What follows belongs to an exercise in optimizing a design on an open flow for small area and a short achievable clock period; a production flow would make more cautious choices.
Function was not checked in any run shown here: the RTL went through the layout flow alone.

==> design/flow/design.v <==
module FIR1 (X, clk, Y, reset);
  input  [13:0] X;
  input         clk;
  output [13:0] Y;
  input         reset;
  reg [13:0] d1;
  reg [13:0] d2;
  reg [13:0] d3;
  reg [13:0] d4;
  reg [13:0] d5;
  reg [13:0] d6;
  reg [13:0] d7;
  reg [13:0] d8;
  reg [13:0] d9;
  reg [13:0] d10;
  reg [13:0] d11;
  reg [13:0] d12;
  reg [13:0] d13;
  reg [13:0] d14;
  reg [13:0] d15;
  reg [13:0] d16;
  reg [13:0] d17;
  reg [13:0] d18;
  reg [13:0] d19;
  reg [13:0] d20;
  reg [14:0] q2_0;
  reg [14:0] q2_2;
  reg [14:0] q2_3;
  reg [29:0] r2a;
  reg [28:0] r2b;
  reg [18:0] m1_0;
  reg [27:0] r1;
  reg [13:0] Y;
  wire s1, c2;
  FIR1_fa us1 (d4[0], d14[0], q2_3[5], s1, c2);
  wire s3, c4;
  FIR1_fa us3 (d4[1], d14[1], q2_3[6], s3, c4);
  wire s5, c6;
  FIR1_fa us5 (q2_3[0], d20[9], d18[9], s5, c6);
  wire s7, c8;
  FIR1_ha us7 (d18[7], d18[5], s7, c8);
  wire s9, c10;
  FIR1_fa us9 (d4[2], d14[2], q2_3[7], s9, c10);
  wire s11, c12;
  FIR1_fa us11 (q2_3[1], d20[10], d18[10], s11, c12);
  wire s13, c14;
  FIR1_fa us13 (q2_0[12], q2_0[8], q2_0[6], s13, c14);
  wire s15, c16;
  FIR1_fa us15 (q2_0[13], q2_0[9], q2_0[7], s15, c16);
  wire s17, c18;
  FIR1_fa us17 (q2_0[5], d4[9], d14[9], s17, c18);
  wire s19, c20;
  FIR1_fa us19 (d4[3], d14[3], q2_3[8], s19, c20);
  wire s21, c22;
  FIR1_ha us21 (q2_3[2], q2_3[0], s21, c22);
  wire s23, c24;
  FIR1_fa us23 (q2_0[14], d4[4], d14[4], s23, c24);
  wire s25, c26;
  FIR1_fa us25 (q2_0[10], q2_0[8], q2_0[6], s25, c26);
  wire s27, c28;
  FIR1_fa us27 (q2_2[14], q2_3[9], q2_3[3], s27, c28);
  wire s29, c30;
  FIR1_fa us29 (d4[10], d14[10], q2_2[12], s29, c30);
  wire s31, c32;
  FIR1_ha us31 (q2_3[1], d9[0], s31, c32);
  wire s33, c34;
  FIR1_fa us33 (q2_0[11], q2_0[9], q2_0[7], s33, c34);
  wire s35, c36;
  FIR1_fa us35 (d4[11], d14[11], q2_2[13], s35, c36);
  wire s37, c38;
  FIR1_fa us37 (d4[5], d14[5], q2_3[14], s37, c38);
  wire s39, c40;
  FIR1_fa us39 (q2_2[8], q2_2[6], q2_2[4], s39, c40);
  wire s41, c42;
  FIR1_fa us41 (q2_0[12], q2_0[10], q2_0[8], s41, c42);
  wire s43, c44;
  FIR1_fa us43 (d4[6], d14[6], q2_2[14], s43, c44);
  wire s45, c46;
  FIR1_ha us45 (q2_3[11], q2_3[5], s45, c46);
  wire s47, c48;
  FIR1_fa us47 (d4[13], d14[13], d4[7], s47, c48);
  wire s49, c50;
  FIR1_ha us49 (q2_3[1], d20[4], s49, c50);
  wire s51, c52;
  FIR1_fa us51 (q2_3[2], d20[5], d18[5], s51, c52);
  wire s53, c54;
  FIR1_fa us53 (q2_0[7], q2_0[3], q2_0[1], s53, c54);
  wire s55, c56;
  FIR1_ha us55 (d18[3], d18[1], s55, c56);
  wire s57, c58;
  FIR1_fa us57 (q2_3[3], d20[6], d18[6], s57, c58);
  wire s59, c60;
  FIR1_fa us59 (q2_0[8], q2_0[4], q2_0[2], s59, c60);
  wire s61, c62;
  FIR1_fa us61 (q2_0[0], d4[4], d14[4], s61, c62);
  wire s63, c64;
  FIR1_ha us63 (d18[4], d18[2], s63, c64);
  wire s65, c66;
  FIR1_fa us65 (q2_3[4], d20[7], d18[7], s65, c66);
  wire s67, c68;
  FIR1_fa us67 (q2_0[9], q2_0[5], q2_0[3], s67, c68);
  wire s69, c70;
  FIR1_fa us69 (q2_0[1], d4[5], d14[5], s69, c70);
  wire s71, c72;
  FIR1_fa us71 (q2_2[9], q2_2[7], q2_2[2], s71, c72);
  wire s73, c74;
  FIR1_ha us73 (d18[5], d18[3], s73, c74);
  wire s75, c76;
  FIR1_fa us75 (d20[8], d18[8], d18[6], s75, c76);
  wire s77, c78;
  FIR1_fa us77 (q2_0[10], q2_0[6], q2_0[4], s77, c78);
  wire s79, c80;
  FIR1_fa us79 (q2_0[2], d4[6], d14[6], s79, c80);
  wire s81, c82;
  FIR1_fa us81 (q2_2[10], q2_2[8], q2_2[3], s81, c82);
  wire s83, c84;
  FIR1_fa us83 (q2_2[1], q2_3[9], q2_3[3], s83, c84);
  wire s85, c86;
  FIR1_ha us85 (d18[4], s1, s85, c86);
  wire s87, c88;
  FIR1_fa us87 (c2, s3, s5, s87, c88);
  wire s89, c90;
  FIR1_fa us89 (q2_0[11], q2_0[7], q2_0[5], s89, c90);
  wire s91, c92;
  FIR1_fa us91 (q2_0[3], d4[7], d14[7], s91, c92);
  wire s93, c94;
  FIR1_fa us93 (q2_2[11], q2_2[9], q2_2[4], s93, c94);
  wire s95, c96;
  FIR1_fa us95 (q2_2[2], q2_2[0], q2_3[10], s95, c96);
  wire s97, c98;
  FIR1_fa us97 (~s7, q2_3[4], d20[7], s97, c98);
  wire s99, c100;
  FIR1_fa us99 (d18[8], d18[6], c4, s99, c100);
  wire s101, c102;
  FIR1_fa us101 (c6, c8, s9, s101, c102);
  wire s103, c104;
  FIR1_fa us103 (q2_0[4], d4[8], d14[8], s103, c104);
  wire s105, c106;
  FIR1_fa us105 (q2_2[12], q2_2[10], q2_2[5], s105, c106);
  wire s107, c108;
  FIR1_fa us107 (q2_2[3], q2_2[1], q2_3[11], s107, c108);
  wire s109, c110;
  FIR1_fa us109 (q2_3[5], d20[8], s13, s109, c110);
  wire s111, c112;
  FIR1_fa us111 (d20[11], d18[11], d18[9], s111, c112);
  wire s113, c114;
  FIR1_fa us113 (d18[7], c10, c12, s113, c114);
  wire s115, c116;
  FIR1_fa us115 (q2_2[13], q2_2[11], q2_2[6], s115, c116);
  wire s117, c118;
  FIR1_fa us117 (q2_2[4], q2_2[2], q2_3[12], s117, c118);
  wire s119, c120;
  FIR1_fa us119 (q2_3[6], d20[9], c14, s119, c120);
  wire s121, c122;
  FIR1_fa us121 (s19, s21, ~s15, s121, c122);
  wire s123, c124;
  FIR1_fa us123 (q2_2[7], q2_2[5], q2_2[3], s123, c124);
  wire s125, c126;
  FIR1_fa us125 (d20[12], d18[12], d18[10], s125, c126);
  wire s127, c128;
  FIR1_fa us127 (q2_3[13], q2_3[7], d20[10], s127, c128);
  wire s129, c130;
  FIR1_fa us129 (d18[8], c20, c22, s129, c130);
  wire s131, c132;
  FIR1_fa us131 (c16, c18, s25, s131, c132);
  wire s133, c134;
  FIR1_fa us133 (s23, s27, s31, s133, c134);
  wire s135, c136;
  FIR1_fa us135 (q2_3[10], q2_3[4], q2_3[2], s135, c136);
  wire s137, c138;
  FIR1_fa us137 (d9[1], d18[11], d18[9], s137, c138);
  wire s139, c140;
  FIR1_fa us139 (c24, c28, c32, s139, c140);
  wire s141, c142;
  FIR1_fa us141 (q2_3[8], d20[13], d20[11], s141, c142);
  wire s143, c144;
  FIR1_fa us143 (d18[13], c26, c30, s143, c144);
  wire s145, c146;
  FIR1_fa us145 (s33, s35, s39, s145, c146);
  wire s147, c148;
  FIR1_fa us147 (q2_3[3], d9[2], d18[12], s147, c148);
  wire s149, c150;
  FIR1_fa us149 (d18[10], c38, s43, s149, c150);
  wire s151, c152;
  FIR1_fa us151 (d4[12], d14[12], q2_2[9], s151, c152);
  wire s153, c154;
  FIR1_fa us153 (q2_2[7], q2_2[5], q2_3[9], s153, c154);
  wire s155, c156;
  FIR1_fa us155 (d20[12], c34, c36, s155, c156);
  wire s157, c158;
  FIR1_fa us157 (~s45, c40, s41, s157, c158);
  wire s159, c160;
  FIR1_fa us159 (d14[7], q2_3[12], q2_3[6], s159, c160);
  wire s161, c162;
  FIR1_fa us161 (q2_3[4], d9[3], d20[13], s161, c162);
  wire s163, c164;
  FIR1_fa us163 (d18[11], c44, c46, s163, c164);
  wire s165, c166;
  FIR1_fa us165 (q2_0[13], q2_0[11], q2_0[9], s165, c166);
  wire s167, c168;
  FIR1_fa us167 (q2_2[10], q2_2[8], q2_2[6], s167, c168);
  wire s169, c170;
  FIR1_fa us169 (q2_3[10], d18[13], c42, s169, c170);
  wire s171, c172;
  FIR1_fa us171 (q2_0[14], d4[8], d14[8], s171, c172);
  wire s173, c174;
  FIR1_fa us173 (q2_3[13], q2_3[7], q2_3[5], s173, c174);
  wire s175, c176;
  FIR1_fa us175 (q2_0[12], q2_0[10], q2_2[11], s175, c176);
  wire s177, c178;
  FIR1_fa us177 (d9[4], d18[12], c48, s177, c178);
  wire s179, c180;
  FIR1_fa us179 (d4[9], d14[9], q2_3[8], s179, c180);
  wire s181, c182;
  FIR1_fa us181 (q2_0[13], q2_0[11], q2_2[12], s181, c182);
  wire s183, c184;
  FIR1_ha us183 (q2_0[14], d4[10], s183, c184);
  wire s185, c186;
  FIR1_fa us185 (q2_0[4], q2_0[0], d4[0], s185, c186);
  wire s187, c188;
  FIR1_fa us187 (q2_3[0], d20[3], d18[3], s187, c188);
  wire s189, c190;
  FIR1_fa us189 (q2_0[5], q2_0[1], d4[1], s189, c190);
  wire s191, c192;
  FIR1_fa us191 (d18[4], d18[2], d18[0], s191, c192);
  wire s193, c194;
  FIR1_fa us193 (q2_0[6], q2_0[2], q2_0[0], s193, c194);
  wire s195, c196;
  FIR1_fa us195 (d4[2], d14[2], q2_2[6], s195, c196);
  wire s197, c198;
  FIR1_fa us197 (d4[3], d14[3], q2_2[7], s197, c198);
  wire s199, c200;
  FIR1_fa us199 (q2_2[5], q2_2[0], q2_3[6], s199, c200);
  wire s201, c202;
  FIR1_fa us201 (c50, s51, s55, s201, c202);
  wire s203 = q2_3[0] ^ d20[3];
  wire c204 = q2_3[0] | d20[3];
  wire s205, c206;
  FIR1_fa us205 (c52, c56, s57, s205, c206);
  wire s207, c208;
  FIR1_fa us207 (q2_2[8], q2_2[6], q2_2[1], s207, c208);
  wire s209, c210;
  FIR1_fa us209 (q2_3[7], q2_3[1], d20[4], s209, c210);
  wire s211, c212;
  FIR1_fa us211 (c54, s59, s61, s211, c212);
  wire s213, c214;
  FIR1_fa us213 (c58, c64, s65, s213, c214);
  wire s215, c216;
  FIR1_fa us215 (q2_2[0], q2_3[8], q2_3[2], s215, c216);
  wire s217, c218;
  FIR1_fa us217 (d20[5], c60, c62, s217, c218);
  wire s219, c220;
  FIR1_fa us219 (s67, s69, s71, s219, c220);
  wire s221, c222;
  FIR1_fa us221 (c66, c74, s75, s221, c222);
  wire s223, c224;
  FIR1_fa us223 (d20[6], c68, c70, s223, c224);
  wire s225, c226;
  FIR1_fa us225 (c72, s77, s79, s225, c226);
  wire s227, c228;
  FIR1_fa us227 (~s85, s81, s83, s227, c228);
  wire s229, c230;
  FIR1_fa us229 (c78, c80, c82, s229, c230);
  wire s231, c232;
  FIR1_fa us231 (c84, s89, s91, s231, c232);
  wire s233, c234;
  FIR1_fa us233 (c76, c86, s87, s233, c234);
  wire s235, c236;
  FIR1_fa us235 (s93, s95, s97, s235, c236);
  wire s237, c238;
  FIR1_fa us237 (s11, c88, s99, s237, c238);
  wire s239, c240;
  FIR1_fa us239 (c90, c92, c94, s239, c240);
  wire s241, c242;
  FIR1_fa us241 (c96, c98, s103, s241, c242);
  wire s243, c244;
  FIR1_fa us243 (s105, s107, s109, s243, c244);
  wire s245, c246;
  FIR1_fa us245 (c100, c102, s111, s245, c246);
  wire s247, c248;
  FIR1_fa us247 (s17, c104, c106, s247, c248);
  wire s249, c250;
  FIR1_fa us249 (c108, c110, s115, s249, c250);
  wire s251, c252;
  FIR1_fa us251 (s113, s121, ~s117, s251, c252);
  wire s253, c254;
  FIR1_fa us253 (s29, c116, c118, s253, c254);
  wire s255, c256;
  FIR1_fa us255 (c112, c114, c122, s255, c256);
  wire s257, c258;
  FIR1_fa us257 (c120, s123, s127, s257, c258);
  wire s259, c260;
  FIR1_fa us259 (s125, s129, s133, s259, c260);
  wire s261, c262;
  FIR1_fa us261 (s37, c126, c130, s261, c262);
  wire s263, c264;
  FIR1_fa us263 (c134, s135, s137, s263, c264);
  wire s265, c266;
  FIR1_fa us265 (c124, c128, c132, s265, c266);
  wire s267, c268;
  FIR1_fa us267 (s141, s143, s145, s267, c268);
  wire s269, c270;
  FIR1_fa us269 (c136, c138, c140, s269, c270);
  wire s271, c272;
  FIR1_fa us271 (c142, c144, c146, s271, c272);
  wire s273, c274;
  FIR1_fa us273 (s151, s153, s155, s273, c274);
  wire s275, c276;
  FIR1_fa us275 (s147, s149, ~s157, s275, c276);
  wire s277, c278;
  FIR1_fa us277 (c152, c154, c156, s277, c278);
  wire s279, c280;
  FIR1_fa us279 (s47, c148, c150, s279, c280);
  wire s281, c282;
  FIR1_fa us281 (c158, s165, s167, s281, c282);
  wire s283, c284;
  FIR1_fa us283 (s159, s161, s163, s283, c284);
  wire s285, c286;
  FIR1_fa us285 (q2_2[9], q2_2[7], q2_3[11], s285, c286);
  wire s287, c288;
  FIR1_fa us287 (c160, c162, c164, s287, c288);
  wire s289, c290;
  FIR1_fa us289 (c166, c168, c170, s289, c290);
  wire s291, c292;
  FIR1_fa us291 (s171, s173, s177, s291, c292);
  wire s293, c294;
  FIR1_fa us293 (q2_2[10], q2_2[8], q2_3[14], s293, c294);
  wire s295, c296;
  FIR1_fa us295 (q2_3[6], d9[5], c172, s295, c296);
  wire s297, c298;
  FIR1_fa us297 (q2_3[12], d18[13], c176, s297, c298);
  wire s299, c300;
  FIR1_fa us299 (c174, c178, s179, s299, c300);
  wire s301, c302;
  FIR1_fa us301 (d14[10], q2_3[9], q2_3[7], s301, c302);
  wire s303, c304;
  FIR1_fa us303 (q2_0[12], q2_2[13], q2_2[11], s303, c304);
  wire s305, c306;
  FIR1_fa us305 (d9[6], c180, s183, s305, c306);
  wire s307, c308;
  FIR1_fa us307 (q2_2[9], q2_3[13], c182, s307, c308);
  wire s309, c310;
  FIR1_fa us309 (d4[11], d14[11], q2_2[14], s309, c310);
  wire s311, c312;
  FIR1_fa us311 (q2_3[14], q2_3[10], q2_3[8], s311, c312);
  wire s313, c314;
  FIR1_fa us313 (q2_0[13], q2_2[12], q2_2[10], s313, c314);
  wire s315, c316;
  FIR1_fa us315 (q2_0[14], d4[12], d14[12], s315, c316);
  wire s317, c318;
  FIR1_ha us317 (q2_3[11], q2_3[9], s317, c318);
  wire s319, c320;
  FIR1_ha us319 (q2_2[14], q2_3[12], s319, c320);
  wire s321, c322;
  FIR1_ha us321 (d20[1], d18[1], s321, c322);
  wire s323, c324;
  FIR1_fa us323 (d14[0], q2_2[4], q2_2[2], s323, c324);
  wire s325, c326;
  FIR1_fa us325 (d20[2], d18[2], d18[0], s325, c326);
  wire s327, c328;
  FIR1_fa us327 (d14[1], q2_2[5], q2_2[3], s327, c328);
  wire s329, c330;
  FIR1_fa us329 (q2_3[4], d20[1], c186, s329, c330);
  wire s331, c332;
  FIR1_ha us331 (d18[1], s187, s331, c332);
  wire s333, c334;
  FIR1_fa us333 (q2_2[4], q2_3[5], d20[2], s333, c334);
  wire s335, c336;
  FIR1_fa us335 (s49, c188, s191, s335, c336);
  wire s337, c338;
  FIR1_fa us337 (c190, s193, s195, s337, c338);
  wire s339, c340;
  FIR1_fa us339 (s53, c194, c196, s339, c340);
  wire s341, c342;
  FIR1_fa us341 (c192, s201, s203, s341, c342);
  wire s343 = ~s197 ^ ~s199;
  wire c344 = ~s197 | ~s199;
  wire s345, c346;
  FIR1_fa us345 (c198, c200, c204, s345, c346);
  wire s347, c348;
  FIR1_fa us347 (s63, c202, s205, s347, c348);
  wire s349, c350;
  FIR1_fa us349 (s207, s209, s211, s349, c350);
  wire s351, c352;
  FIR1_fa us351 (c208, c210, c212, s351, c352);
  wire s353, c354;
  FIR1_fa us353 (s73, c206, s213, s353, c354);
  wire s355, c356;
  FIR1_fa us355 (s215, s217, s219, s355, c356);
  wire s357, c358;
  FIR1_fa us357 (c216, c218, c220, s357, c358);
  wire s359, c360;
  FIR1_fa us359 (s223, s225, s227, s359, c360);
  wire s361 = c214 ^ s221;
  wire c362 = c214 | s221;
  wire s363, c364;
  FIR1_fa us363 (c224, c226, c228, s363, c364);
  wire s365, c366;
  FIR1_fa us365 (s229, s231, s235, s365, c366);
  wire s367 = c222 ^ s233;
  wire c368 = c222 | s233;
  wire s369, c370;
  FIR1_fa us369 (c230, c232, c236, s369, c370);
  wire s371, c372;
  FIR1_fa us371 (s101, c234, s237, s371, c372);
  wire s373, c374;
  FIR1_fa us373 (s239, s241, s243, s373, c374);
  wire s375, c376;
  FIR1_fa us375 (s119, c240, c242, s375, c376);
  wire s377, c378;
  FIR1_fa us377 (c238, s245, s251, s377, c378);
  wire s379, c380;
  FIR1_fa us379 (c244, s247, s249, s379, c380);
  wire s381, c382;
  FIR1_fa us381 (c246, c252, s255, s381, c382);
  wire s383, c384;
  FIR1_fa us383 (s131, c248, c250, s383, c384);
  wire s385, c386;
  FIR1_fa us385 (~s259, s253, s257, s385, c386);
  wire s387, c388;
  FIR1_fa us387 (s139, c256, c260, s387, c388);
  wire s389, c390;
  FIR1_fa us389 (c254, c258, s265, s389, c390);
  wire s391, c392;
  FIR1_fa us391 (s261, s263, ~s267, s391, c392);
  wire s393, c394;
  FIR1_fa us393 (c262, c264, s269, s393, c394);
  wire s395, c396;
  FIR1_fa us395 (c266, c268, s271, s395, c396);
  wire s397 = s275 ^ ~s273;
  wire c398 = s275 | ~s273;
  wire s399, c400;
  FIR1_fa us399 (c270, c276, s279, s399, c400);
  wire s401, c402;
  FIR1_fa us401 (s169, c272, c274, s401, c402);
  wire s403, c404;
  FIR1_fa us403 (~s283, s277, s281, s403, c404);
  wire s405, c406;
  FIR1_fa us405 (c280, c284, s287, s405, c406);
  wire s407, c408;
  FIR1_fa us407 (s175, c278, c282, s407, c408);
  wire s409, c410;
  FIR1_fa us409 (~s291, s285, s289, s409, c410);
  wire s411, c412;
  FIR1_fa us411 (c288, c292, s295, s411, c412);
  wire s413, c414;
  FIR1_fa us413 (s181, c286, c290, s413, c414);
  wire s415, c416;
  FIR1_fa us415 (~s299, s293, s297, s415, c416);
  wire s417, c418;
  FIR1_fa us417 (c296, c300, s301, s417, c418);
  wire s419, c420;
  FIR1_fa us419 (c294, c298, s303, s419, c420);
  wire s421 = s305 ^ ~s307;
  wire c422 = s305 | ~s307;
  wire s423, c424;
  FIR1_fa us423 (d9[7], c184, c302, s423, c424);
  wire s425, c426;
  FIR1_fa us425 (c306, s309, s311, s425, c426);
  wire s427, c428;
  FIR1_fa us427 (c304, c308, s313, s427, c428);
  wire s429, c430;
  FIR1_fa us429 (d9[8], c310, c312, s429, c430);
  wire s431, c432;
  FIR1_fa us431 (q2_2[13], q2_2[11], c314, s431, c432);
  wire s433 = s315 ^ s317;
  wire c434 = s315 | s317;
  wire s435, c436;
  FIR1_fa us435 (q2_3[10], d9[9], c316, s435, c436);
  wire s437, c438;
  FIR1_fa us437 (d4[13], d14[13], q2_2[12], s437, c438);
  wire s439 = c318 ^ s319;
  wire c440 = c318 | s319;
  wire s441, c442;
  FIR1_fa us441 (q2_3[13], q2_3[11], d9[10], s441, c442);
  wire s443 = c320 ^ q2_2[13];
  wire c444 = c320 & ~q2_2[13];
  wire s445, c446;
  FIR1_fa us445 (q2_0[2], q2_2[2], q2_2[0], s445, c446);
  wire s447, c448;
  FIR1_fa us447 (q2_0[3], q2_2[3], q2_2[1], s447, c448);
  wire s449 = s321 ^ q2_3[2];
  wire c450 = s321 & ~q2_3[2];
  wire s451, c452;
  FIR1_fa us451 (q2_3[3], d20[0], s185, s451, c452);
  wire s453, c454;
  FIR1_fa us453 (c322, s325, ~s323, s453, c454);
  wire s455, c456;
  FIR1_fa us455 (s189, c324, s327, s455, c456);
  wire s457, c458;
  FIR1_fa us457 (c326, s331, ~s329, s457, c458);
  wire s459, c460;
  FIR1_fa us459 (c328, c330, s333, s459, c460);
  wire s461, c462;
  FIR1_fa us461 (c332, s335, ~s337, s461, c462);
  wire s463, c464;
  FIR1_fa us463 (c334, c338, s339, s463, c464);
  wire s465, c466;
  FIR1_fa us465 (c336, s341, ~s343, s465, c466);
  wire s467, c468;
  FIR1_fa us467 (c342, c344, s347, s467, c468);
  wire s469, c470;
  FIR1_fa us469 (c340, s345, s349, s469, c470);
  wire s471, c472;
  FIR1_fa us471 (c346, c350, s351, s471, c472);
  wire s473, c474;
  FIR1_fa us473 (c348, s353, ~s355, s473, c474);
  wire s475, c476;
  FIR1_fa us475 (c352, c356, s357, s475, c476);
  wire s477, c478;
  FIR1_fa us477 (~c354, s359, s361, s477, c478);
  wire s479, c480;
  FIR1_fa us479 (c358, c360, s363, s479, c480);
  wire s481, c482;
  FIR1_fa us481 (~c362, s365, s367, s481, c482);
  wire s483, c484;
  FIR1_fa us483 (c364, c366, s369, s483, c484);
  wire s485, c486;
  FIR1_fa us485 (c368, s371, ~s373, s485, c486);
  wire s487, c488;
  FIR1_fa us487 (c370, c374, s375, s487, c488);
  wire s489, c490;
  FIR1_fa us489 (c372, s377, ~s379, s489, c490);
  wire s491, c492;
  FIR1_fa us491 (c376, c380, s383, s491, c492);
  wire s493, c494;
  FIR1_fa us493 (c378, s381, ~s385, s493, c494);
  wire s495, c496;
  FIR1_fa us495 (c382, s387, s391, s495, c496);
  wire s497, c498;
  FIR1_fa us497 (c384, c386, s389, s497, c498);
  wire s499, c500;
  FIR1_fa us499 (c388, c392, s393, s499, c500);
  wire s501, c502;
  FIR1_fa us501 (c390, s395, s397, s501, c502);
  wire s503, c504;
  FIR1_fa us503 (c394, c398, s399, s503, c504);
  wire s505, c506;
  FIR1_fa us505 (c396, s401, s403, s505, c506);
  wire s507, c508;
  FIR1_fa us507 (c402, c404, s407, s507, c508);
  wire s509, c510;
  FIR1_fa us509 (c400, s405, ~s409, s509, c510);
  wire s511, c512;
  FIR1_fa us511 (c408, c410, s413, s511, c512);
  wire s513, c514;
  FIR1_fa us513 (c406, s411, ~s415, s513, c514);
  wire s515, c516;
  FIR1_fa us515 (c414, c416, s419, s515, c516);
  wire s517, c518;
  FIR1_fa us517 (c412, s417, ~s421, s517, c518);
  wire s519, c520;
  FIR1_fa us519 (c418, c422, s423, s519, c520);
  wire s521, c522;
  FIR1_fa us521 (~s425, c420, s427, s521, c522);
  wire s523, c524;
  FIR1_fa us523 (c424, c426, s429, s523, c524);
  wire s525, c526;
  FIR1_fa us525 (c428, s431, s433, s525, c526);
  wire s527, c528;
  FIR1_fa us527 (c430, c434, s435, s527, c528);
  wire s529, c530;
  FIR1_fa us529 (c432, s437, s439, s529, c530);
  wire s531, c532;
  FIR1_fa us531 (c436, c440, s441, s531, c532);
  wire s533 = ~c438 ^ ~s443;
  wire c534 = ~c438 | ~s443;
  wire s535, c536;
  FIR1_fa us535 (q2_2[14], q2_3[12], d9[11], s535, c536);
  wire s537, c538;
  FIR1_fa us537 (c442, c444, ~q2_3[14], s537, c538);
  wire s539, c540;
  FIR1_ha us539 (d20[0], d18[0], s539, c540);
  wire s541, c542;
  FIR1_fa us541 (c446, s447, s449, s541, c542);
  wire s543, c544;
  FIR1_fa us543 (c450, s453, ~c448, s543, c544);
  wire s545, c546;
  FIR1_fa us545 (c454, s457, ~c452, s545, c546);
  wire s547, c548;
  FIR1_fa us547 (c458, s461, ~c456, s547, c548);
  wire s549, c550;
  FIR1_fa us549 (c462, s465, ~c460, s549, c550);
  wire s551, c552;
  FIR1_fa us551 (c466, s467, ~c464, s551, c552);
  wire s553, c554;
  FIR1_fa us553 (c468, s473, ~c470, s553, c554);
  wire s555, c556;
  FIR1_fa us555 (c472, s475, s477, s555, c556);
  wire s557, c558;
  FIR1_fa us557 (c476, c478, s479, s557, c558);
  wire s559, c560;
  FIR1_fa us559 (c480, c482, s483, s559, c560);
  wire s561, c562;
  FIR1_fa us561 (c486, s489, ~c484, s561, c562);
  wire s563, c564;
  FIR1_fa us563 (c490, s493, ~c488, s563, c564);
  wire s565, c566;
  FIR1_fa us565 (c494, s495, ~c492, s565, c566);
  wire s567, c568;
  FIR1_fa us567 (c496, s499, ~c498, s567, c568);
  wire s569, c570;
  FIR1_fa us569 (c500, s503, ~c502, s569, c570);
  wire s571, c572;
  FIR1_fa us571 (c504, s509, ~c506, s571, c572);
  wire s573, c574;
  FIR1_fa us573 (c510, s513, ~c508, s573, c574);
  wire s575, c576;
  FIR1_fa us575 (c514, s517, ~c512, s575, c576);
  wire s577, c578;
  FIR1_fa us577 (c518, s519, ~c516, s577, c578);
  wire s579, c580;
  FIR1_fa us579 (c520, s523, ~c522, s579, c580);
  wire s581, c582;
  FIR1_fa us581 (c524, s527, ~c526, s581, c582);
  wire s583, c584;
  FIR1_fa us583 (c528, s531, ~c530, s583, c584);
  wire s585, c586;
  FIR1_fa us585 (c532, c534, s535, s585, c586);
  wire s587, c588;
  FIR1_fa us587 (q2_3[13], d9[12], c536, s587, c588);
  wire s589 = q2_3[14] ^ d9[13];
  wire c590 = q2_3[14] | d9[13];
  wire s591 = q2_0[1] ^ q2_2[1];
  wire c592 = q2_0[1] | q2_2[1];
  wire s593, c594;
  FIR1_fa us593 (~s539, q2_3[1], s445, s593, c594);
  wire s595 = c540 ^ ~s541;
  wire c596 = c540 | ~s541;
  wire s597, c598;
  FIR1_fa us597 (~s543, s451, c542, s597, c598);
  wire s599, c600;
  FIR1_fa us599 (c544, s545, ~s455, s599, c600);
  wire s601, c602;
  FIR1_fa us601 (c546, s547, ~s459, s601, c602);
  wire s603, c604;
  FIR1_fa us603 (c548, s549, ~s463, s603, c604);
  wire s605, c606;
  FIR1_fa us605 (c550, s551, ~s469, s605, c606);
  wire s607, c608;
  FIR1_fa us607 (c552, s553, ~s471, s607, c608);
  wire s609, c610;
  FIR1_fa us609 (c474, c554, ~s555, s609, c610);
  wire s611, c612;
  FIR1_fa us611 (s481, c556, s557, s611, c612);
  wire s613, c614;
  FIR1_fa us613 (~s485, c558, s559, s613, c614);
  wire s615, c616;
  FIR1_fa us615 (~s561, s487, c560, s615, c616);
  wire s617, c618;
  FIR1_fa us617 (c562, s563, ~s491, s617, c618);
  wire s619, c620;
  FIR1_fa us619 (c564, s565, ~s497, s619, c620);
  wire s621, c622;
  FIR1_fa us621 (c566, s567, ~s501, s621, c622);
  wire s623, c624;
  FIR1_fa us623 (c568, s569, ~s505, s623, c624);
  wire s625, c626;
  FIR1_fa us625 (c570, s571, ~s507, s625, c626);
  wire s627, c628;
  FIR1_fa us627 (c572, s573, ~s511, s627, c628);
  wire s629, c630;
  FIR1_fa us629 (c574, s575, ~s515, s629, c630);
  wire s631, c632;
  FIR1_fa us631 (c576, s577, ~s521, s631, c632);
  wire s633, c634;
  FIR1_fa us633 (c578, s579, ~s525, s633, c634);
  wire s635, c636;
  FIR1_fa us635 (c580, s581, ~s529, s635, c636);
  wire s637, c638;
  FIR1_fa us637 (c582, s583, ~s533, s637, c638);
  wire s639, c640;
  FIR1_fa us639 (s537, c584, s585, s639, c640);
  wire s641, c642;
  FIR1_fa us641 (c538, c586, s587, s641, c642);
  wire s643 = c588 ^ s589;
  wire c644 = c588 | s589;
  wire s645, c646;
  FIR1_ha us645 (X[11], X[9], s645, c646);
  wire s647, c648;
  FIR1_ha us647 (X[12], X[10], s647, c648);
  wire s649, c650;
  FIR1_ha us649 (X[4], X[2], s649, c650);
  wire s651, c652;
  FIR1_fa us651 (X[5], X[3], X[1], s651, c652);
  wire s653, c654;
  FIR1_fa us653 (X[6], X[4], X[2], s653, c654);
  wire s655, c656;
  FIR1_fa us655 (X[7], X[5], X[3], s655, c656);
  wire s657, c658;
  FIR1_fa us657 (X[8], X[6], X[4], s657, c658);
  wire s659, c660;
  FIR1_fa us659 (X[9], X[7], X[5], s659, c660);
  wire s661, c662;
  FIR1_fa us661 (X[10], X[8], X[6], s661, c662);
  wire s663, c664;
  FIR1_fa us663 (X[11], X[9], X[7], s663, c664);
  wire s665, c666;
  FIR1_fa us665 (X[12], X[10], X[8], s665, c666);
  wire s667 = s645 ^ ~X[13];
  wire c668 = s645 | ~X[13];
  wire s669 = c646 ^ s647;
  wire c670 = c646 | s647;
  wire s671, c672;
  FIR1_fa us671 (X[11], c648, ~X[13], s671, c672);
  wire [18:0] m1_0a = {1'b1, ~X[13], c672, c670, c668, c666, c664, c662, c660, c658, c656, c654, c652, c650, X[0], X[3], X[2], X[1], X[0]};
  wire [18:0] m1_0b = {1'b0, X[12], ~X[12], s671, ~s669, ~s667, s665, s663, s661, s659, s657, s655, s653, s651, s649, X[1], X[0], 1'b0, 1'b0};
  wire s673, c674;
  FIR1_ha us673 (r2a[4], m1_0[2], s673, c674);
  wire s675, c676;
  FIR1_ha us675 (r2b[5], m1_0[3], s675, c676);
  wire s677, c678;
  FIR1_ha us677 (r2a[6], r2b[6], s677, c678);
  wire s679, c680;
  FIR1_ha us679 (r2a[7], r2b[7], s679, c680);
  wire s681, c682;
  FIR1_ha us681 (r2a[8], r2b[8], s681, c682);
  wire s683, c684;
  FIR1_ha us683 (r2a[9], r2b[9], s683, c684);
  wire s685, c686;
  FIR1_ha us685 (r2a[10], r2b[10], s685, c686);
  wire s687, c688;
  FIR1_ha us687 (r2a[11], m1_0[9], s687, c688);
  wire s689 = m1_0[10] ^ r2a[12];
  wire c690 = m1_0[10] & ~r2a[12];
  wire s691 = m1_0[11] ^ r2a[13];
  wire c692 = m1_0[11] & ~r2a[13];
  wire s693, c694;
  FIR1_ha us693 (r2b[14], m1_0[12], s693, c694);
  wire s695, c696;
  FIR1_fa us695 (r2a[15], r2b[15], m1_0[13], s695, c696);
  wire s697, c698;
  FIR1_fa us697 (r2a[16], r2b[16], m1_0[14], s697, c698);
  wire s699, c700;
  FIR1_ha us699 (r2a[17], r2b[17], s699, c700);
  wire s701, c702;
  FIR1_fa us701 (r2a[18], r2b[18], m1_0[16], s701, c702);
  wire s703, c704;
  FIR1_fa us703 (r2a[19], r2b[19], m1_0[17], s703, c704);
  wire s705, c706;
  FIR1_ha us705 (r2a[20], r2b[20], s705, c706);
  wire s707, c708;
  FIR1_ha us707 (r2a[21], r2b[21], s707, c708);
  wire s709, c710;
  FIR1_ha us709 (r2a[22], r2b[22], s709, c710);
  wire s711, c712;
  FIR1_ha us711 (r2a[23], r2b[23], s711, c712);
  wire s713, c714;
  FIR1_ha us713 (r2a[24], r2b[24], s713, c714);
  wire s715, c716;
  FIR1_ha us715 (r2a[25], r2b[25], s715, c716);
  wire s717, c718;
  FIR1_ha us717 (r2a[26], r2b[26], s717, c718);
  wire s719 = r2a[27] ^ r2b[27];
  wire c720 = r2a[27] & ~r2b[27];
  wire s721 = r2b[28] ^ r2a[28];
  wire c722 = r2b[28] & ~r2a[28];
  wire s723 = m1_0[0] ^ r2a[2];
  wire c724 = m1_0[0] & ~r2a[2];
  wire s725, c726;
  FIR1_fa us725 (~m1_0[1], r2a[3], r2b[3], s725, c726);
  wire s727 = s673 ^ ~r2b[4];
  wire c728 = s673 | ~r2b[4];
  wire s729, c730;
  FIR1_fa us729 (c674, s675, ~r2a[5], s729, c730);
  wire s731, c732;
  FIR1_fa us731 (m1_0[4], c676, s677, s731, c732);
  wire s733, c734;
  FIR1_fa us733 (m1_0[5], c678, s679, s733, c734);
  wire s735, c736;
  FIR1_fa us735 (m1_0[6], c680, s681, s735, c736);
  wire s737, c738;
  FIR1_fa us737 (m1_0[7], c682, s683, s737, c738);
  wire s739, c740;
  FIR1_fa us739 (m1_0[8], c684, s685, s739, c740);
  wire s741, c742;
  FIR1_fa us741 (c686, s687, ~r2b[11], s741, c742);
  wire s743, c744;
  FIR1_fa us743 (~c688, r2b[12], s689, s743, c744);
  wire s745, c746;
  FIR1_fa us745 (~c690, r2b[13], s691, s745, c746);
  wire s747, c748;
  FIR1_fa us747 (c692, s693, ~r2a[14], s747, c748);
  wire s749 = c694 ^ s695;
  wire c750 = c694 | s695;
  wire s751 = c696 ^ s697;
  wire c752 = c696 | s697;
  wire s753, c754;
  FIR1_fa us753 (m1_0[15], c698, s699, s753, c754);
  wire s755 = c700 ^ s701;
  wire c756 = c700 | s701;
  wire s757 = c702 ^ s703;
  wire c758 = c702 | s703;
  wire s759, c760;
  FIR1_fa us759 (c704, s705, ~m1_0[18], s759, c760);
  wire s761 = c706 ^ s707;
  wire c762 = c706 | s707;
  wire s763 = c708 ^ s709;
  wire c764 = c708 | s709;
  wire s765 = c710 ^ s711;
  wire c766 = c710 | s711;
  wire s767 = c712 ^ s713;
  wire c768 = c712 | s713;
  wire s769 = c714 ^ s715;
  wire c770 = c714 | s715;
  wire s771 = c716 ^ s717;
  wire c772 = c716 | s717;
  wire s773 = c718 ^ ~s719;
  wire c774 = c718 | ~s719;
  wire s775 = c720 ^ ~s721;
  wire c776 = c720 | ~s721;
  wire s777 = r2a[29] ^ c722;
  wire c778 = r2a[29] | c722;
  wire [29:0] rs1 = {c776, c774, c772, c770, c768, c766, c764, c762, c760, c758, c756, c754, c752, c750, c748, ~c746, ~c744, c742, c740, c738, c736, c734, c732, c730, c728, ~c726, c724, ~r2b[2], r2b[1], ~r2a[0]} + {~s777, ~s775, ~s773, ~s771, ~s769, ~s767, ~s765, ~s763, ~s761, s759, ~s757, ~s755, s753, ~s751, ~s749, s747, ~s745, ~s743, s741, s739, s737, s735, s733, s731, s729, ~s727, ~s725, ~s723, ~r2a[1], ~r2b[0]};
  wire s779, c780;
  FIR1_ha us779 (r1[2], X[2], s779, c780);
  wire s781, c782;
  FIR1_fa us781 (r1[3], X[3], ~X[1], s781, c782);
  wire s783, c784;
  FIR1_fa us783 (r1[4], X[4], ~X[2], s783, c784);
  wire s785, c786;
  FIR1_fa us785 (r1[5], X[5], ~X[3], s785, c786);
  wire s787, c788;
  FIR1_fa us787 (r1[6], X[6], ~X[4], s787, c788);
  wire s789, c790;
  FIR1_fa us789 (r1[7], X[7], ~X[5], s789, c790);
  wire s791, c792;
  FIR1_fa us791 (r1[8], X[8], ~X[6], s791, c792);
  wire s793, c794;
  FIR1_fa us793 (r1[9], X[9], ~X[7], s793, c794);
  wire s795, c796;
  FIR1_fa us795 (r1[10], X[10], ~X[8], s795, c796);
  wire s797, c798;
  FIR1_fa us797 (r1[11], X[11], ~X[9], s797, c798);
  wire s799, c800;
  FIR1_fa us799 (r1[12], X[12], ~X[10], s799, c800);
  wire s801, c802;
  FIR1_fa us801 (~r1[13], X[13], X[11], s801, c802);
  wire s803 = r1[14] ^ X[12];
  wire c804 = r1[14] & ~X[12];
  wire s805, c806;
  FIR1_ha us805 (r1[15], X[13], s805, c806);
  wire [29:0] fs = {r1[27], r1[26], r1[25], r1[24], r1[23], r1[22], r1[21], r1[20], r1[19], r1[18], r1[17], r1[16], c804, ~c802, c800, c798, c796, c794, c792, c790, c788, c786, c784, c782, c780, ~X[0], r1[1], r1[0], 1'b0, 1'b0} + {1'b0, 1'b0, 1'b0, 1'b0, 1'b0, 1'b0, 1'b0, 1'b0, 1'b0, 1'b0, 1'b0, c806, s805, ~s803, ~s801, s799, s797, s795, s793, s791, s789, s787, s785, s783, s781, s779, X[1], X[0], 1'b0, 1'b0};
  always @(posedge clk or posedge reset) begin
    if (reset) begin
      d1 <= 14'd0;
      d2 <= 14'd0;
      d3 <= 14'd0;
      d4 <= 14'd0;
      d5 <= 14'd0;
      d6 <= 14'd0;
      d7 <= 14'd0;
      d8 <= 14'd0;
      d9 <= 14'd0;
      d10 <= 14'd0;
      d11 <= 14'd0;
      d12 <= 14'd0;
      d13 <= 14'd0;
      d14 <= 14'd0;
      d15 <= 14'd0;
      d16 <= 14'd0;
      d17 <= 14'd0;
      d18 <= 14'd0;
      d19 <= 14'd0;
      d20 <= 14'd0;
      q2_0 <= 15'd0;
      q2_2 <= 15'd0;
      q2_3 <= 15'd0;
      r2a <= 30'd268464175;
      r2b <= 29'd134232093;
      m1_0 <= 19'd0;
      r1 <= 28'd268394500;
      Y <= 14'd0;
    end else begin
      d1 <= X;
      d2 <= d1;
      d3 <= d2;
      d4 <= d3;
      d5 <= d4;
      d6 <= d5;
      d7 <= d6;
      d8 <= d7;
      d9 <= d8;
      d10 <= d9;
      d11 <= d10;
      d12 <= d11;
      d13 <= d12;
      d14 <= d13;
      d15 <= d14;
      d16 <= d15;
      d17 <= d16;
      d18 <= d17;
      d19 <= d18;
      d20 <= d19;
      q2_0 <= {d1[13], d1} + {d15[13], d15};
      q2_2 <= {d5[13], d5} + {d11[13], d11};
      q2_3 <= {d7[13], d7} + {d9[13], d9};
      r2a <= {1'b1, c590, c642, c640, c638, c636, c634, c632, c630, c628, c626, c624, c622, c620, c618, c616, c614, c612, c610, c608, c606, c604, c602, c600, c598, c596, c594, c592, q2_3[0], q2_0[0]};
      r2b <= {c644, s643, s641, s639, s637, s635, s633, s631, s629, s627, s625, s623, s621, s619, s617, s615, s613, s611, s609, s607, s605, s603, s601, s599, s597, s595, s593, s591, q2_2[0]};
      m1_0 <= m1_0a + m1_0b;
      r1 <= rs1[29:2];
      Y <= fs[29:16];
    end
  end
endmodule
module FIR1_fa (a, b, c, s, co);
  input a, b, c;
  output s, co;
  assign s = a ^ b ^ c;
  assign co = (a & b) | (a & c) | (b & c);
endmodule
module FIR1_ha (a, b, s, co);
  input a, b;
  output s, co;
  assign s = a ^ b;
  assign co = a & b;
endmodule
==> design/flow/run.sh <==
#!/bin/bash
# synth_recipe.tcl (not shown) runs the flow's synth.tcl, then flattens the netlist and writes it again
# the make line also repeats each setting of config.mk as NAME=value (left out here)
make -C /OpenROAD-flow-scripts/flow DESIGN_CONFIG=/design/flow/config.mk WORK_HOME=/design/flow/orfs CLKGATE_MAP_FILE= SYNTH_SCRIPT=/design/flow/synth_recipe.tcl finish
==> design/flow/config.mk <==
export PLATFORM = sky130hd
export DESIGN_NAME = FIR1
export DESIGN_NICKNAME = FIR1
export VERILOG_FILES = /design/flow/design.v
export SDC_FILE = /design/flow/constraint.sdc
export NUM_CORES = 4
export LEC_CHECK = 0
export CAP_MARGIN = 20
export CORE_MARGIN = 2
export CORE_UTILIZATION = 40
export SETUP_SLACK_MARGIN = 5
export SLEW_MARGIN = 20
export SYNTH_HIERARCHICAL = 1
export SYNTH_MINIMUM_KEEP_SIZE = 0
==> design/flow/constraint.sdc <==
create_clock -name core_clock -period 10.0 [get_ports {clk}]
set_input_delay 2.0000 -clock core_clock [delete_from_list [all_inputs] [get_ports {clk}]]
set_output_delay 2.0000 -clock core_clock [all_outputs]
set_load 0.01 [all_outputs]
==> metrics.md, run 1 <==
| Metric | Value |
|---|---|
| Vias in the first global route | `between 10000 and 15000` |
| Share of cells above drive strength 1 | `around 7.5%` |
| CTS max path bufs | `3` |
| Gr usage total | `18.1%` |
| Drt first-iter violations | `738` |
| Final WL | `~53000 µm` |
| HPWL after detailed placement | `around 41000 µm` |
| Max Slew Vio Count | `0` |
| Startpoint Class | `input port` |
| Min-Delay Path Class | `flip-flop to flip-flop` |
| Core Area | `between 0.05 and 0.06 mm²` |
| Final hold viol count | `0` |
| Mapped Cells | `around 1700` |
| Final instance area | `~0.027 mm²` |
| WS Path Type | `input port to flip-flop` |
| CTS root buf | `clkbuf_16` |
| First-pass GRT wire length | `83900 µm` |
| Cell Area, Synth | `roughly 0.024 mm²` |
| Max-cap viol count | `0` |
| Synth cell types | `between 60 and 70` |
| Synth-to-Final Area Change | `12.7%` |
| Clock transition at the registers of the reported paths | `60 ps` |
| Dpl cell area | `roughly 0.025 mm²` |
| Initial Util | `40.5%` |
| Vias per Instance | `4.95` |
| Max_slew headroom | `32.2%` |
| Die Width | `249 µm` |
| Syn. warnings | `7` |
| Dominant cells by area after synthesis | `dfrtp_1, fa_1, ha_1` |
| Fin nets | `2258` |
| Nature of the critical path endpoint | `flip-flop` |
| Critical path fanouts, max | `8` |
| Ports | `30` |
| Status | `timing/DRC/antenna clean` |
| Setup-failing EPs final | `0` |
| Std-Cell Rows | `89` |
| Syn Area/Cell | `around 14 µm²` |
| Place WS | `between 4000 and 5000 ps` |
| Core Util, Final | `around 46%` |
| Synth top area share | `~43%` |
| Final setup skew | `around 29 ps` |
| GPL Wtd Cong | `between 0.8 and 0.9` |
| Initial antenna violation count | `2` |
| WL per Instance | `approximately 21 µm` |
| WP data arrival | `5170 ps` |
| Antenna cells | `0` |
| Clk latency of the worst-skew pair | `slightly below 600 ps` |
| Worst-margin pin slew | `1020 ps` |
| #FFs+latches synth | `approximately 440` |
| Via count | `about 13000` |
| Count of input and output buffers | `29` |
| Worst EP required | `between 10000 and 15000 ps` |
| RSZ-0062 raised after global routing | `false` |
| Post-CTS Setup Inserts | `0` |
| Die Y-Extent | `249 µm` |
| Post-synth ARST share | `100%` |
| Post-route DRC | `0` |
| Gr ovfl total | `0` |
| Fin crit period | `4700 ps` |
| CTS Buf Count | `48` |
| Synthesized Nets | `~2200` |
| F_max | `approximately 210 MHz` |
| Largest net degree at the start of global routing | `about 180` |
| Fin Setup TNS | `0 ps` |
| Register area share after synthesis | `46.5%` |
| CTS tree | `done` |
| Initial DRT Pass Iterations | `24` |
| Final ANT Viol Nets | `0` |
| EDFF count, synth | `0` |
| H-tree Lvls | `2` |
| Die footprint | `roughly 0.062 mm²` |
| Final worst-path cycle share | `around 47%` |
| Post-route worst setup slack | `5300 ps` |
| CTS Sinks | `443` |
| Main flop type after synthesis | `dfrtp_1` |
| Post-synth top area cell | `dfrtp_1` |
==> layout make-up <==
class                           instances  area [µm²]
Fill cell                            5159       32100
Inverter                              203         766
Clock inverter                         25         342
Clock buffer                           65        1390
Multi-Input combinational cell       1004       12000
Sequential cell                       443       11100
Tap cell                              773         967
Timing Repair Buffer                   33         358
==> through the flow <==
stage                     hold WS (ps)  std cells
after floorplan                    331       1655
after global placement             331       2455
after detailed placement           335       2455
after CTS                          330       2545
after global routing               339       2546
final                              331       2546
==> cells in the final DEF (no fill, tap or decap), types with 10 or more instances in the layout <==
cell and instances:
dfrtp_1 411, fa_1 333, inv_1 202, ha_1 176
a21oi_1 74, xnor2_1 59, clkbuf_16 49, nor2_1 48
nand2_1 42, o21ai_0 35, dfstp_2 32, clkdlybuf4s50_1 29
xor2_1 23, a21o_1 22, o21a_1 18, nand3_1 15
nor3_1 15, nor2b_1 11, and3_1 10, clkbuf_8 10
==> sequential cells by signal, summed over array words and instances (netlist names), 15 cells and up <==
signal and count:
m1_0 19, q2_0 15, q2_2 15, q2_3 15, r1 28, r2a 30, r2b 29
==> cell families (layout without fill, tap and decap cells) <==
| group | count (synthesis) | after routing | synth area share [%] |
|---|---|---|---|
| fa+ha+maj | 509 | 509 | 37.0 |
| flops | 443 | 443 | 46.5 |
| compound gates | 232 | 232 | 6.42 |
| buf+inv | 208 | 326 | 3.26 |
| simple gates | 180 | 180 | 3.78 |
| xor+xnor | 82 | 82 | 3.00 |
| other cells | 1 | 1 | 0.0157 |
==> per-module statistics from Yosys (local to each module, per instance) <==
module,times used,flip-flops and latches
FIR1_ha,37,0
FIR1,1,443
FIR1_fa,329,0
==> worst max-delay path: stages <==
cell             delay (ps)
clkdlybuf4s50_1         690
inv_1                   100
fa_1                    460
ha_1                    310
nand2_1                  80
o21ai_0                 300
a221oi_1                190
a31oi_2                 460
and4_1                  340
nand3_1                 110
xnor2_1                 130
==> worst paths after layout <==
check,endpoint,cells after the start,slack (ps),startpoint
max in group asynchronous,r2b[18]$_DFF_PP0_,4,6710,reset
max reg2reg,r2b[14]$_DFF_PP0_,9,5460,q2_3[3]$_DFF_PP0_
max,Y[13]$_DFF_PP0_,11,5300,X[8]
min,d17[3]$_DFF_PP0_,0,330,d16[3]$_DFF_PP0_
min in group asynchronous,d5[4]$_DFF_PP0_,2,1770,reset
min reg2reg,d17[3]$_DFF_PP0_,0,330,d16[3]$_DFF_PP0_
==> synth_stat cells (3+ instances only) <==
cell type / n
a2111o_1: 3
a211o_1: 7
a211oi_1: 8
a21o_1: 22
a21oi_1: 74
a31o_2: 4
a31oi_1: 8
and3_1: 10
clkbuf_1: 5
dfrtp_1: 411
dfstp_2: 32
fa_1: 333
ha_1: 176
inv_1: 203
nand2_1: 42
nand2b_1: 9
nand3_1: 15
nand4_1: 7
nand4b_1: 4
nor2_1: 48
nor2b_1: 11
nor3_1: 15
nor3b_1: 5
nor4_1: 3
o211ai_1: 7
o21a_1: 18
o21ai_0: 36
o21bai_1: 9
o22ai_1: 3
o31a_1: 5
xnor2_1: 59
xor2_1: 23
==> timing repair <==
item	4_1_cts	5_1_grt
hold buffers	0	0
gates resized for setup	0	2
setup endpoints to repair	0	3
==> metal layers <==
metal	GRT usage [%]	vias to the layer above	share of wire, %
met5	0	-	0
met4	4.66	0	2.3
met3	3.98	70	4.8
met2	29.9	245	48
met1	24.4	6710	45
li1	-	5584	-
==> inputs of run 2 (changes only) <==
==> design/flow/flow/run.sh (new file) <==
#!/bin/bash
set -euo pipefail
bash standard.sh SETUP_SLACK_MARGIN=6.3 finish > standard_run.log 2>&1
==> design/flow/standard.sh (new file) <==
#!/bin/bash
# synth_recipe.tcl (not shown) runs the flow's synth.tcl, then flattens the netlist and writes it again
# the make line also repeats each setting of config.mk as NAME=value (left out here)
make -C /OpenROAD-flow-scripts/flow DESIGN_CONFIG=/design/flow/config.mk WORK_HOME=/design/flow/orfs CLKGATE_MAP_FILE= SYNTH_SCRIPT=/design/flow/synth_recipe.tcl "${@:-finish}"
--- a/design/flow/config.mk
+++ b/design/flow/config.mk
@@ -8,7 +8,6 @@
 export CAP_MARGIN = 20
 export CORE_MARGIN = 2
 export CORE_UTILIZATION = 40
-export SETUP_SLACK_MARGIN = 5
 export SLEW_MARGIN = 20
 export SYNTH_HIERARCHICAL = 1
 export SYNTH_MINIMUM_KEEP_SIZE = 0
removed: design/flow/run.sh
==> run 2 against run 1 <==
  * Still clean on timing, DRC and antenna
  * Global-route usage increased by 1.5 points
  * Worst hold slack better by 11 ps
  * Flip-flop and latch count unchanged
  * Largest cell class unchanged
==> metrics.md, run 2 <==
| Metric | Value |
|---|---|
| Drt first-iter violations | `858 (+16%)` |
| Min-Delay Path Class | `flip-flop to flip-flop` |
| Post-synth top area cell | `dfrtp_1` |
| Setup-failing EPs final | `0 (unchanged)` |
| RSZ-0062 raised after global routing | `true` |
| Worst-margin pin slew | `883 ps (-134 ps)` |
| Core Area | `0.0591 mm² (unchanged)` |
| Max-cap viol count | `0 (unchanged)` |
| Worst stage delay on the critical path | `570 ps (-120 ps)` |
| Top Metal Used | `met4` |
| Post-Synth Simple-Gate Area | `3.78% (unchanged)` |
| Fin nets | `2323 (+2.9%)` |
| Syn Area/Cell | `14.5 µm² (unchanged)` |
| Routed met3 length | `3320 µm (+30%)` |
| Final hold viol count | `0 (unchanged)` |
| Max Slew Vio Count | `0 (unchanged)` |
| Via count | `13000 (+2.9%)` |
| First-pass GRT wire length | `89300 µm (+6.3%)` |
| Fin Setup TNS | `0 ps (unchanged)` |
| Clock transition at the registers of the reported paths | `60 ps (about the same)` |
| Adder-Cell Fraction of Synth Area | `37.0% (unchanged)` |
| Final setup skew | `15.8 ps (-12.8 ps)` |
| EDFF count, synth | `0 (unchanged)` |
| WL per Instance | `22.2 µm (+7.4%)` |
| Initial Util | `40.5% (unchanged)` |
| Dominant cells by area after synthesis | `dfrtp_1, fa_1, ha_1` |
| List of most frequent post-synthesis cells | `dfrtp_1, fa_1, inv_1` |
| Routed wl met2 | `27000 µm (+6.7%)` |
| Vias per Instance | `4.98 (+0.59%)` |
| Commonest non-fill, non-tap cells in the layout | `dfrtp_1, fa_1, inv_1` |
| Worst EP required | `10520 ps (+50 ps)` |
| HPWL after detailed placement | `45500 µm (+10%)` |
| CTS root buf | `clkbuf_16` |
| Mux contribution to synthesized area | `0% (unchanged)` |
| CP Cell Sequence | `fa_1 > inv_2 > fa_1 > fa_1 > fa_1 > fa_1 > fa_1 > inv_1 > fa_2` |
| Fillers | `5057 (-2.0%)` |
| Final ANT Viol Nets | `0 (unchanged)` |
| #FFs+latches synth | `443 (unchanged)` |
| Final worst-path cycle share | `41.7% (-5.3 points)` |
| WS Path Type | `flip-flop to flip-flop` |
| Fin crit period | `4170 ps (-527 ps)` |
| Synth-to-Final Area Change | `16.6%` |
| Most frequent cell after synthesis | `dfrtp_1` |
| Compound-cell area share of the yosys netlist | `6.42% (unchanged)` |
| Synth top area share | `43.0% (unchanged)` |
| WP data arrival | `4700 ps (-470 ps)` |
| Largest register by flop count | `r2a` |
| Mapped Cells | `1655 (unchanged)` |
| Commonest non-fill, non-tap cell in the layout | `dfrtp_1` |
| Syn. warnings | `7 (unchanged)` |
| Place WS | `4660 ps (+256 ps)` |
| Max reg flops | `30 (unchanged)` |
| Final WL | `57900 µm (+9.9%)` |
| Max_slew headroom | `41.1% (+8.9 points)` |
| Main flop type after synthesis | `dfrtp_1` |
| Die footprint | `0.0618 mm² (unchanged)` |
| Reg area | `0.0112 mm² (+0.61%)` |
| Gr usage total | `19.6% (+1.5 points)` |
| Synth cell types | `63 (unchanged)` |
| Multi-input gate area | `0.0125 mm² (+3.9%)` |
| Share of cells above drive strength 1 | `19.9% (+12 points)` |
| Register area share after synthesis | `46.5% (unchanged)` |
| Post-route worst setup slack | `5830 ps (+527 ps)` |
| Nature of the critical path endpoint | `flip-flop` |
| Synthesized Nets | `2180 (unchanged)` |
| Vias in the first global route | `14500 (+1.2%)` |
| Status | `timing/DRC/antenna clean` |
| Clk latency of the worst-skew pair | `590 ps (about the same)` |
| Biggest regs | `r2a x30, r2b x29, r1 x28` |
| Post-synth ARST share | `100% (unchanged)` |
| Ports | `30 (unchanged)` |
| Initial antenna violation count | `3 (+1)` |
| Count of input and output buffers | `29 (unchanged)` |
| GPL Wtd Cong | `0.882 (+0.85%)` |
| CTS max path bufs | `3 (unchanged)` |
| H-tree Lvls | `2 (unchanged)` |
| Largest net degree at the start of global routing | `167 (-8.7%)` |
| Largest family of logic cells by synthesized area | `adder cells` |
| Die Y-Extent | `249 µm (unchanged)` |
| Initial DRT Pass Iterations | `16 (-33%)` |
| Die Width | `249 µm (unchanged)` |
| Post-route DRC | `0 (unchanged)` |
| CTS Sinks | `443 (unchanged)` |
| CTS tree | `done` |
| Post-synthesis xor/xnor area fraction | `3.00% (unchanged)` |
| Startpoint Class | `flip-flop` |
| Most frequent CP cell | `fa_1` |
| CTS Buf Count | `45 (-6.3%)` |
| Max stage delay cell, worst path | `fa_1` |
| F_max | `240 MHz (+13%)` |
| Std-Cell Rows | `89 (unchanged)` |
| Gr ovfl total | `0 (unchanged)` |
| Cell Area, Synth | `0.0239 mm² (unchanged)` |
| Critical path fanouts, max | `2 (-6)` |
| Metal1 wirelength | `26100 µm (+11%)` |
==> run 2: cell families after synthesis <==
logic type / after synthesis
adders and majority gates: 509
other: 1
AOI/OAI and AO/OA: 232
xor gates and xnor gates: 82
buffers and inverters: 208
and+or+nand+nor: 180
DFF: 443
==> run 2: per-layer routing <==
metal / vias up / global-route usage (%)
met1: 6914 / 27.5
met2: 281 / 31.0
li1: 5705 / -
met5: - / 0
met4: 0 / 5.21
met3: 72 / 4.13
==> run 2: modules after synthesis, one instance, submodules excluded <==
module,area (µm²),times used,flip-flops and latches
FIR1_fa,20.0,329,0
FIR1,16900,1,443
FIR1_ha,12.5,37,0
==> run 2: repair_timing <==
item	CTS	global route
pin swaps	67	78
buffers inserted	50	17
gates resized for setup	202	61
setup endpoints to repair	59	279
hold buffers	0	0
==> run 2: final timing paths <==
check | slack, ps | cells past startpoint | from | to
min | 340 | 0 | d10[7]$_DFF_PP0_ | d11[7]$_DFF_PP0_
max | 5830 | 9 | q2_0[13]$_DFF_PP0_ | r2b[13]$_DFF_PP1_
max in group asynchronous | 6700 | 4 | reset | m1_0[1]$_DFF_PP0_
min in group asynchronous | 2050 | 3 | reset | d11[0]$_DFF_PP0_
min reg2reg | 340 | 0 | d10[7]$_DFF_PP0_ | d11[7]$_DFF_PP0_
max reg2reg | 5830 | 9 | q2_0[13]$_DFF_PP0_ | r2b[13]$_DFF_PP1_
==> run 2: through the flow <==
step           hold slack, ps  cell area (µm²)  util [%]  instances
2_1_floorplan             331            24100         -       1655
3_3_place_gp              331            25400      43.0       2457
3_5_place_dp              335            25400      43.0       2457
4_1_cts                   345            27600      46.6       2584
5_1_grt                   348            27900      47.2       2601
6_report                  342            27900      47.2       2604
==> run 2: worst max-delay path: cells and delay by family, from the launching register on <==
family,cells,cell delay [ps]
flip-flops,1,440
adder cells (fa/ha/maj),7,3570
buffers and inverters,2,100
==> run 2: cell type report <==
cell class,instances,share of cell area [%]
multi-input cells,1004,44.8
flip-flops and latches,443,40.1
clock buffers,57,4.41
well taps,773,3.47
repair buffers,101,3.40
inverters,203,2.77
clock inverters,20,0.995
diodes,3,0.0269

==> afterwards: timing with drivers on the ports <==
No port has a modelled driver above. Below, the same layouts with a new extraction and two added sets of constraints. Step 1 assumes that a clkbuf_16 drives the clock port and a buf_2 every other input. Step 2, shift: input delay + t, output delay - t, t = (earliest + latest rising clock arrival at the registers) / 2. This alone moves slack from input paths to output paths. Slacks: ideal / step 1 / step 2; pairs: ideal / step 1.
run	t (ns)	setup WS [ns]	slew at the worst register clock pin (ns)	cell pins on the clock port's net
run 1	0.639	5.298 / 5.335 / 4.695	0.07 / 0.07	1
run 2	0.635	5.825 / 5.825 / 5.517	0.07 / 0.07	1
After both steps setup and hold are still met in every run listed. The setup slack of run 1, which loses most, moves by +0.037 ns with the drivers and by -0.603 ns with both steps.
